What follows belongs to an exercise in optimizing a design on an open flow for small area; a production flow would make more cautious choices.
At most, simulation tests tie the RTL to the original design; equivalence was not proved.
Power figures rest on the tool's default switching activity, not on a simulated workload.

==> flow/design.v (excerpt) <==
module fir_lowpass #(
    parameter DATA_WIDTH = 16
) (
    input signed [DATA_WIDTH-1:0] i2s_data_in,
    output reg signed [(DATA_WIDTH+16)-1:0] i2s_data_out,
    input clk,
    input resetn
);
Size in the first run: about 1700 cells after synthesis, ~50 I/O pins.
==> flow/config.mk <==
export PLATFORM = sky130hd
export DESIGN_NAME = fir_lowpass
export DESIGN_NICKNAME = fir_lowpass
export VERILOG_FILES = /design/flow/design.v
export SDC_FILE = /design/flow/constraint.sdc
export NUM_CORES = 4
export LEC_CHECK = 0
export CAP_MARGIN = 20
export CORE_MARGIN = 2
export CORE_UTILIZATION = 60
export CTS_CLUSTER_DIAMETER = 80
export CTS_CLUSTER_SIZE = 30
export GPL_TIMING_DRIVEN = 0
export PLACE_DENSITY = 0.7
export SLEW_MARGIN = 20
export SYNTH_HIERARCHICAL = 1
export SYNTH_MINIMUM_KEEP_SIZE = 0
==> flow/constraint.sdc <==
create_clock -name core_clock -period 8.0 [get_ports {clk}]
set_input_delay 1.6000 -clock core_clock [delete_from_list [all_inputs] [get_ports {clk}]]
set_output_delay 1.6000 -clock core_clock [all_outputs]
set_load 0.01 [all_outputs]
standard.sh (not shown) runs the stock make flow with config.mk's settings and CLKGATE_MAP_FILE= SYNTH_SCRIPT=/design/flow/synth_recipe.tcl, a recipe that flattens the netlist after the stock synthesis.
==> flow/flow/run.sh <==
#!/bin/bash
set -euo pipefail
export CTS_ARGS="-sink_clustering_enable -repair_clock_nets -sink_clustering_size 16 -sink_clustering_max_diameter 50 -dont_use_dummy_load -buf_list sky130_fd_sc_hd__clkbuf_8"
bash standard.sh finish > standard.log 2>&1
Change:
==> flow/flow/run.sh (replaced) <==
#!/bin/bash
set -euo pipefail
export CTS_ARGS="-sink_clustering_enable -repair_clock_nets -sink_clustering_size 18 -sink_clustering_max_diameter 55 -dont_use_dummy_load -buf_list sky130_fd_sc_hd__clkbuf_8"
export BUFFER_PORTS_ARGS="-buffer_cell sky130_fd_sc_hd__buf_1"
bash standard.sh finish > standard.log 2>&1
- CORE_UTILIZATION: 60 -> 70
- PLACE_DENSITY: 0.7 -> 0.8
- routed wire length falls by 2.5%
- global-route usage rose by 4.8 points
- final area went down by 1.9%
- setup slack got worse by 7.5 ps
- power came out lower by about 0.4%
- critical path depth grows by 1
- sequential cell count stays the same
- fmax stays flat
Change:
- CORE_UTILIZATION: 70 -> 60
- PLACE_DENSITY: 0.8 -> 0.7
Power climbs by 1.2%.
Setup slack loses 9.2 ps.
Die area climbs by 16%.
Maximum frequency barely changes.
Routed wire length climbs by 2.4%.
Global-route usage drops by 4.8 points.
Synthesized cell count does not change.
Critical path depth drops by 1.
Sequential power barely changes.
Non-clock buffer count stays the same.
Clock skew climbs by 27 ps.
Change:
==> flow/flow/run.sh (replaced) <==
#!/bin/bash
set -euo pipefail
export CTS_ARGS="-sink_clustering_enable -repair_clock_nets -sink_clustering_size 20 -sink_clustering_max_diameter 60 -dont_use_dummy_load -buf_list sky130_fd_sc_hd__clkbuf_8"
export BUFFER_PORTS_ARGS="-buffer_cell sky130_fd_sc_hd__buf_1"
bash standard.sh finish > standard.log 2>&1
Effect: The changed run completed with no timing, DRC or antenna violations; die area is unchanged; synthesized area does not change; clock-buffer cell count goes down by 7; hold slack stays flat.


Setup of indigo:
Starting RTL as in the previous note.
// fir_lowpass
module fir_lowpass #(
    parameter DATA_WIDTH = 16
) (
    input signed [DATA_WIDTH-1:0] i2s_data_in,
    output reg signed [(DATA_WIDTH+16)-1:0] i2s_data_out,
    input clk,
    input resetn
);
Settings: LEC_CHECK=0, CAP_MARGIN=20, CORE_MARGIN=2, CORE_UTILIZATION=60, CTS_CLUSTER_DIAMETER=80, CTS_CLUSTER_SIZE=30, GPL_TIMING_DRIVEN=0, PLACE_DENSITY=0.7, SLEW_MARGIN=20, SYNTH_HIERARCHICAL=1, SYNTH_MINIMUM_KEEP_SIZE=0; clock period 8.0 ns.
==> flow/flow/run.sh <==
#!/bin/bash
set -euo pipefail
export CTS_ARGS="-sink_clustering_enable -repair_clock_nets -sink_clustering_size 18 -sink_clustering_max_diameter 55 -dont_use_dummy_load -buf_list sky130_fd_sc_hd__clkbuf_8"
export BUFFER_PORTS_ARGS="-buffer_cell sky130_fd_sc_hd__buf_1"
bash standard.sh REMOVE_ABC_BUFFERS=1 finish > standard.log 2>&1
For garnet, these inputs were changed with respect to indigo:
# indigo
export LEC_CHECK = 0
export CAP_MARGIN = 20
export CORE_MARGIN = 2
export CORE_UTILIZATION = 60
export CTS_CLUSTER_DIAMETER = 80
export CTS_CLUSTER_SIZE = 30
export GPL_TIMING_DRIVEN = 0
export PLACE_DENSITY = 0.7
export SLEW_MARGIN = 20
export SYNTH_HIERARCHICAL = 1
export SYNTH_MINIMUM_KEEP_SIZE = 0
create_clock -name core_clock -period 8.0 [get_ports {clk}]
# garnet
export LEC_CHECK = 0
export CAP_MARGIN = 20
export CORE_MARGIN = 2
export CORE_UTILIZATION = 70
export CTS_CLUSTER_DIAMETER = 80
export CTS_CLUSTER_SIZE = 30
export GPL_TIMING_DRIVEN = 0
export PLACE_DENSITY = 0.8
export SLEW_MARGIN = 20
export SYNTH_HIERARCHICAL = 1
export SYNTH_MINIMUM_KEEP_SIZE = 0
create_clock -name core_clock -period 8.0 [get_ports {clk}]
## What came out
Final antenna diode count in garnet vs indigo: up 1. garnet ends up with a tap cell count that is about 13% lower than in indigo. Worst setup slack delta for garnet relative to indigo: 0.038 ns lower. Launching element of the worst setup path: r9[0] -> indigo, r9[8] -> garnet. Summary: with indigo as the reference, number of instances in the placed design in garnet moved down by a few percent.
Setup changes, garnet to delta
# garnet
export LEC_CHECK = 0
export CAP_MARGIN = 20
export CORE_MARGIN = 2
export CORE_UTILIZATION = 70
export CTS_CLUSTER_DIAMETER = 80
export CTS_CLUSTER_SIZE = 30
export GPL_TIMING_DRIVEN = 0
export PLACE_DENSITY = 0.8
export SLEW_MARGIN = 20
export SYNTH_HIERARCHICAL = 1
export SYNTH_MINIMUM_KEEP_SIZE = 0
create_clock -name core_clock -period 8.0 [get_ports {clk}]
# delta
export LEC_CHECK = 0
export CAP_MARGIN = 20
export CORE_MARGIN = 2
export CORE_UTILIZATION = 60
export CTS_CLUSTER_DIAMETER = 80
export CTS_CLUSTER_SIZE = 30
export GPL_TIMING_DRIVEN = 0
export PLACE_DENSITY = 0.7
export SLEW_MARGIN = 20
export SYNTH_HIERARCHICAL = 1
export SYNTH_MINIMUM_KEEP_SIZE = 0
create_clock -name core_clock -period 8.0 [get_ports {clk}]
==> flow/flow/run.sh <==
#!/bin/bash
set -euo pipefail
export CTS_ARGS="-sink_clustering_enable -repair_clock_nets -sink_clustering_size 16 -sink_clustering_max_diameter 50 -dont_use_dummy_load -buf_list sky130_fd_sc_hd__clkbuf_8"
export BUFFER_PORTS_ARGS="-buffer_cell sky130_fd_sc_hd__buf_1"
bash standard.sh finish > standard.log 2>&1
--- outcome ---
- delta finished end to end and its layout was clean on timing, DRC and antenna.
- Non-clock buffer count (delta over garnet): increase, 22
- Relative to garnet, clock period minus final worst setup slack has decreased by 0.060 ns in delta.
- The lower sum of internal, switching and leakage power of delta and garnet is in garnet.
- Summary of delta over garnet: utilization of the core after routing down 9.7 points, die height has increased, post-route met1 wirelength went up about 20%, global-route usage lost 5.1 points.
- [delta vs garnet] per-cell via count in the routed design: lower in delta
- Comparing delta and garnet, the higher first-pass GRT wire length is on delta.
diff inputs: delta => juniper
==> flow/flow/run.sh <==
#!/bin/bash
set -euo pipefail
export CTS_ARGS="-sink_clustering_enable -repair_clock_nets -sink_clustering_size 24 -sink_clustering_max_diameter 60 -dont_use_dummy_load"
bash standard.sh finish > standard.log 2>&1
[summary]
From delta to juniper the numbers moved as follows: required time reported for the critical path endpoint grew by 0.02 ns, clock-pin transition on the worst setup and hold timing paths lower, count of clock-buffer cells in the layout moved down.
juniper has total design power above what delta had.
Comparing final period demand of the worst path for juniper and delta, the bigger number came from delta.
The highest metal layer with signal wires comes out met5 in one run and met4 in the other, namely in juniper and delta respectively.
There was hardly any difference in final count of pins violating max slew between juniper and delta.
Compared with delta, in juniper top achievable clock speed held steady; first-iteration DRC count shows a reduction of 5.3%.
Via count of the first global-routing pass was higher in juniper than in delta.
> inputs changed (juniper -> raven)
==> flow/flow/run.sh <==
#!/bin/bash
set -euo pipefail
export CTS_ARGS="-sink_clustering_enable -repair_clock_nets -sink_clustering_size 20 -sink_clustering_max_diameter 60 -dont_use_dummy_load -buf_list sky130_fd_sc_hd__clkbuf_8"
bash standard.sh finish > standard.log 2>&1
==> results.txt <==
- raven vs. juniper: clock share of power has decreased; max-slew violation total from the final report level; first-iteration DRC count stayed essentially flat.
- Status: headroom to the max-slew limit parity (raven, juniper)
- Diff juniper..raven | number of H-tree branching levels | negligible
- Between raven and juniper, it is raven whose met3 track demand over resource in global routing is lower, by 0.39 points.


Another version of the RTL of fir_lowpass (not shown whole).
Size in the first run: roughly 330 flip-flops.
Settings: LEC_CHECK=0, CAP_MARGIN=20, CORE_MARGIN=2, CORE_UTILIZATION=60, PLACE_DENSITY=0.7, SLEW_MARGIN=20, SYNTH_HIERARCHICAL=1, SYNTH_MINIMUM_KEEP_SIZE=0; clock period 8.0 ns.
run.sh (not shown) runs the stock make flow with config.mk's settings and CLKGATE_MAP_FILE= SYNTH_SCRIPT=/design/flow/synth_recipe.tcl, a recipe that flattens the netlist after the stock synthesis.
Stock flow here: none of the scripts above is used.
The first run finished with timing, DRC and antenna clean.
Edit:
- CTS_CLUSTER_DIAMETER: unset -> 80
- CTS_CLUSTER_SIZE: unset -> 30
Area after synthesis stays the same.
Register-to-register slack degrades by 0.02 ns.
Cell area shrinks by 1.5%.
Synthesized cell count is unchanged.
Worst setup slack degrades by 0.022 ns.
Total power shrinks by 4.6%.
Clock power shrinks by 27%.
Sequential cell count is unchanged.
Global-route usage shrinks by 0.66 points.
Non-clock buffer count is unchanged.
Edit:
- CTS_CLUSTER_DIAMETER: 80 -> unset
- CTS_CLUSTER_SIZE: 30 -> unset
- GPL_TIMING_DRIVEN: unset -> 0
What happened: Wire length rises by 5.3%. Global-route usage is higher by 1.5 points. Total power came out higher by about 6%. Via count goes up by 3.1%. Register-to-register slack loses 0.13 ns. Cell count hardly moves. Die area does not change. Setup slack loses 0.13 ns. First-iteration DRC count barely changes. Combinational power is about the same.
Function was not checked in any run of this note: the RTL went through the layout flow alone.


Setup of run 2:
RTL: one of the versions met above, not the one the previous note started from.
Size: roughly 1700 cells after synthesis, roughly 330 flip-flops, roughly 50 I/O pins, roughly 25000 sq um of cells after synthesis.
clock: 8.0 ns
lec_check: 0
cap_margin: 20
core_margin: 2
core_utilization: 60
cts_cluster_diameter: 80
cts_cluster_size: 30
gpl_timing_driven: 0
place_density: 0.7
slew_margin: 20
synth_hierarchical: 1
synth_minimum_keep_size: 0
Run 2 finished every step from synthesis to the final layout, and the layout passed the timing, DRC and antenna checks.
Changes in run 5 relative to run 2:
==> flow/flow/run.sh (new file) <==
#!/bin/bash
set -euo pipefail
export CTS_ARGS="-sink_clustering_enable -repair_clock_nets -sink_clustering_size 30 -sink_clustering_max_diameter 80 -dont_use_dummy_load"
bash standard.sh finish > standard.log 2>&1
==> flow/standard.sh (new file) <==
#!/bin/bash
# synth_recipe.tcl (not shown) runs the flow's synth.tcl, then flattens the netlist and writes it again
# the make line also repeats each setting of config.mk as NAME=value (left out here)
make -C /OpenROAD-flow-scripts/flow DESIGN_CONFIG=/design/flow/config.mk WORK_HOME=/design/flow/orfs CLKGATE_MAP_FILE= SYNTH_SCRIPT=/design/flow/synth_recipe.tcl "${@:-finish}"
removed: flow/run.sh
==> comparison <==
- Least setup slack across all paths after layout ends up higher on run 5.
- Taking run 2 as the reference, in run 5 combinational-cell power consumption held steady; layout-stage area growth over the synthesis result down 1.0 points.
- ~same tap cell instance count in run 2 and run 5
- Having completed the whole flow, run 5 delivered a layout that passed the timing, DRC and antenna checks.

static timing again, ports no longer ideal:
No port has a modelled driver above. Below, the same layouts with a new extraction and two added sets of constraints.
Step 1 sets driving cells, clkbuf_16 on the clock port and buf_2 on the other inputs (assumed; they add their load-dependent delay and slew).
Step 2 also shifts input and output timing later by t, the mid clock arrival at the registers, as if the neighbouring blocks saw the same clock.
Slacks: ideal ports / drivers / drivers and shift; pairs: ideal ports / drivers.
| run | shift t [ns] | setup slack, ns | clock arrival spread, ns | worst register clock-pin slew, ns | worst data-port slew with drivers (ns) |
|---|---|---|---|---|---|
| the first run of note 1 | 0.624 | 0.217 / 0.217 / 0.217 | 0.103 / 0.102 | 0.10 / 0.10 | 0.05 |
| the second run of note 1 | 0.680 | 0.209 / 0.209 / 0.209 | 0.087 / 0.088 | 0.11 / 0.11 | 0.03 |
| the third run of note 1 | 0.630 | 0.200 / 0.200 / 0.200 | 0.115 / 0.115 | 0.11 / 0.11 | 0.03 |
| the fourth run of note 1 | 0.675 | 0.231 / 0.231 / 0.231 | 0.085 / 0.085 | 0.12 / 0.12 | 0.03 |
| indigo | 0.623 | 0.230 / 0.230 / 0.230 | 0.097 / 0.097 | 0.10 / 0.10 | 0.05 |
| garnet | 0.683 | 0.191 / 0.191 / 0.191 | 0.122 / 0.122 | 0.11 / 0.11 | 0.04 |
| delta | 0.639 | 0.251 / 0.251 / 0.251 | 0.079 / 0.079 | 0.10 / 0.10 | 0.03 |
| juniper | 0.621 | 0.260 / 0.260 / 0.260 | 0.061 / 0.061 | 0.09 / 0.09 | 0.04 |
| raven | 0.668 | 0.217 / 0.217 / 0.217 | 0.079 / 0.078 | 0.12 / 0.12 | 0.04 |
| the first run of note 3 | 0.609 | 0.291 / 0.291 / 0.291 | 0.023 / 0.023 | 0.06 / 0.06 | 0.03 |
| the second run of note 3 | 0.615 | 0.270 / 0.270 / 0.270 | 0.022 / 0.021 | 0.11 / 0.11 | 0.03 |
| the third run of note 3 | 0.611 | 0.142 / 0.142 / 0.142 | 0.018 / 0.018 | 0.07 / 0.07 | 0.04 |
| run 2 | 0.599 | 0.236 / 0.236 / 0.236 | 0.041 / 0.042 | 0.11 / 0.11 | 0.05 |
| run 5 | 0.582 | 0.241 / 0.241 / 0.241 | 0.072 / 0.072 | 0.11 / 0.11 | 0.05 |
After both steps every run listed still meets setup and hold.
